Background: an optimization exercise with open tools, aiming at small area. Do not read the settings as production practice.
Where RTL was checked, it was by simulation tests only, not by an equivalence proof against the original.
No activity file was given, so power comes from the tool's default toggle rates.

## game_master_core
module game_master_core (
    input  logic       clk,
    input  logic       rst,
    input  logic       u_btn,
    input  logic       r_btn,
    input  logic       l_btn,
    input  logic       die_en,
    input  logic [2:0] die_value,
    output logic [3:0] sec0,
    output logic [3:0] sec1,
    output logic [3:0] min0,
    output logic [3:0] min1,
    output logic [5:0] p1_position,
    output logic [5:0] p2_position,
    output logic [2:0] play_state,
    output logic       wait_p1,
    output logic       wait_p2,
    output logic [1:0] score_p1,
    output logic [1:0] score_p2,
    output logic       scl,
    input  logic       sda_i,
    output logic       sda_o,
    output logic       sda_oe
);
Size: roughly 50 I/O pins, about 7000 um2 of cells after synthesis.
==> flow/config.mk <==
export PLATFORM = sky130hd
export DESIGN_NAME = game_master_core
export DESIGN_NICKNAME = game_master_core
export VERILOG_FILES = /design/flow/design.v
export SDC_FILE = /design/flow/constraint.sdc
export NUM_CORES = 4
export LEC_CHECK = 0
export CAP_MARGIN = 20
export CORE_MARGIN = 2
export CORE_UTILIZATION = 40
export CTS_BUF_LIST = sky130_fd_sc_hd__clkbuf_8
export PLACE_DENSITY = 0.6
export SLEW_MARGIN = 20
==> flow/constraint.sdc <==
create_clock -name core_clock -period 10.0 [get_ports {clk}]
set_input_delay 2.0000 -clock core_clock [delete_from_list [all_inputs] [get_ports {clk}]]
set_output_delay 2.0000 -clock core_clock [all_outputs]
set_load 0.01 [all_outputs]
standard.sh (not shown) runs the stock make flow with config.mk's settings and CLKGATE_MAP_FILE= SYNTH_SCRIPT=/design/flow/synth_recipe.tcl, a recipe that flattens the netlist after the stock synthesis.
==> flow/flow/run.sh <==
#!/bin/bash
# Own layout flow: the standard synthesis, then an area re-mapping of its
# combinational logic (the flip-flops stay exactly as synthesized), then
# the standard layout steps with port buffers of the smallest size.
# Each tool's output goes to a log of its own in this folder.
set -euo pipefail
W=$PWD
R=$W/orfs/results/$FLOW_PLATFORM/game_master_core/base
LIB=$FLOW_HOME/platforms/$FLOW_PLATFORM/lib/sky130_fd_sc_hd__tt_025C_1v80.lib
YOSYS=${YOSYS_EXE:-$(dirname "$FLOW_HOME")/tools/install/yosys/bin/yosys}

# 1. standard synthesis (1_2_yosys.v, 1_synth.odb)
bash standard.sh synth > log_1_synth.log 2>&1

# 2. area re-mapping of the combinational logic
cp "$R/1_2_yosys.v" "$W/1_2_yosys_standard.v"
sed -e "s#IN_LIB#$LIB#g" -e "s#IN_NETLIST#$W/1_2_yosys_standard.v#" \
    -e "s#OUT_NETLIST#$W/1_2_yosys_remapped.v#" -e "s#OUT_STAT#$W/remapped_stat.txt#" \
    flow/reabc.ys > "$W/reabc_run.ys"
"$YOSYS" -s "$W/reabc_run.ys" > log_2_reabc.log 2>&1
cp "$W/1_2_yosys_remapped.v" "$R/1_2_yosys.v"
rm -f "$R/1_synth.odb" "$R/1_synth.sdc"

# 3. the rest of the standard layout
bash standard.sh "BUFFER_PORTS_ARGS=-buffer_cell sky130_fd_sc_hd__buf_1" finish > log_3_layout.log 2>&1
test -f out/final.def
Other scripts of this flow, unchanged in this note and not shown: flow/flow/reabc.ys
Next try:
--- a/flow/design.v
+++ b/flow/design.v
@@ -185,42 +185,39 @@
     logic       ev, evdn;        
     logic       final_state, next_match;
     logic       pulse3, cmp_done;
     logic       in_turn;
     logic [5:0] cur, sum, newpos;
     logic       cur_up, cur_dn;
     logic       upd, clr_pos;
     assign pulse3   = (cnt == C13_3000);
     assign cmp_done = (cnt == C13_7999);
     assign in_turn  = (ps[3:2] == 2'b01);
     assign cur    = ps[1] ? p2 : p1;
     assign sum    = cur + {3'b000, die_value};
-    logic at3, at8, at11, at23, at26, at35;
-    assign at3  = (cur == 6'd3);
-    assign at8  = (cur == 6'd8);
-    assign at11 = (cur[4:0] == 5'd11);
-    assign at23 = (cur[4:0] == 5'd23);
-    assign at26 = (cur[4:0] == 5'd26);
-    assign at35 = cur[5] && (cur[2:0] == 3'd3);
-    assign cur_up = at3 || at8 || at23;
-    assign cur_dn = at11 || at35 || at26;
+    assign cur_up = (cur == 6'd3) || (cur == 6'd8) || (cur == 6'd23);
+    assign cur_dn = (cur == 6'd11) || (cur == 6'd35) || (cur == 6'd26);
     always_comb begin
-        if (!ps[0]) newpos = (sum[5] && sum[3]) ? 6'd40 : sum;
-        else if (at3)  newpos = 6'd10;
-        else if (at8)  newpos = 6'd17;
-        else if (at23) newpos = 6'd30;
-        else if (at11) newpos = 6'd0;
-        else if (at35) newpos = 6'd32;
-        else if (at26) newpos = 6'd14;
-        else newpos = cur;
+        if (!ps[0]) newpos = (sum >= 6'd40) ? 6'd40 : sum;
+        else begin
+            case (cur)
+                6'd3:    newpos = 6'd10;
+                6'd8:    newpos = 6'd17;
+                6'd23:   newpos = 6'd30;
+                6'd11:   newpos = 6'd0;
+                6'd35:   newpos = 6'd32;
+                6'd26:   newpos = 6'd14;
+                default: newpos = cur;
+            endcase
+        end
     end
     assign upd     = play_en && in_turn && (ps[0] ? pulse3 : die_en);
     assign clr_pos = (ps == P_IDLE && start_r) ||
                      (play_en && (ps == P_END1 || ps == P_END) && !final_state && next_match);
     always_ff @(posedge clk or posedge rst) begin
         if (rst) cnt <= 13'd0;
         else if (restart_r) cnt <= C13_1;
         else if (es == E_RST) cnt <= l13(cnt);
         else if (in_turn && ps[0]) begin
             if (pulse3) cnt <= play_en ? 13'd0 : C13_1;
             else cnt <= l13(cnt);
         end else if (ps == P_CMP) begin
@@ -257,25 +254,25 @@
                         if (die_en) ps <= {ps[3:1], 1'b1};
                     end
                     P_U1, P_U2: if (pulse3) begin
                         ps <= ps[1] ? P_CMP : P_W2;
                         ev <= cur_up | cur_dn;
                     end
                     P_CMP: begin
                         ev <= 1'b0;
                         if (cmp_done) ps <= P_I2C;
                     end
                     P_I2C: ps <= P_CHK;
                     P_CHK: begin
-                        if ((p1[5] && p1[3]) || (p2[5] && p2[3])) ps <= P_END1;
+                        if (p1 == 6'd40 || p2 == 6'd40) ps <= P_END1;
                         else ps <= P_W1;
                     end
                     P_END1, P_END: begin
                         if (final_state) ps <= P_WRS;
                         else if (next_match) ps <= P_NEW;
                     end
                     default: ;
                 endcase
             end
         end
     end
     always_ff @(posedge clk) begin
=> The changed run completed with no timing, DRC or antenna violations. Setup slack gets better by 0.018 ns. Power shrinks by 4.3%. Non-clock buffer count shrinks by 1. Area after synthesis grows by 0.82%. Fmax grows by 0.43%. Clock power shrinks by about 1%. Final cell count grows by 1.9%.
Function not checked in the second run of this note: the RTL went through the layout flow alone.

## port drivers added, routing unchanged
No port has a modelled driver above. Below, the same layouts with a new extraction and two added sets of constraints.
Step 1 assumes that a clkbuf_16 drives the clock port and a buf_2 every other input.
Step 2 moves the port delays by t, midway between the first and last clock arrival at a register: inputs arrive t later, outputs are due t later. That takes back most of the time a late clock gives input paths.
Three values: no drivers, after step 1, after step 2; two values: the first two.
run | t (ns) | setup slack, ns | slew at the worst register clock pin (ns) | worst data-port slew with drivers (ns)
the first run | 0.488 | 5.870 / 5.830 / 6.131 | 0.09 / 0.09 | 0.05
the second run | 0.491 | 5.887 / 5.851 / 6.317 | 0.09 / 0.09 | 0.03
After both steps every run listed still meets setup and hold.
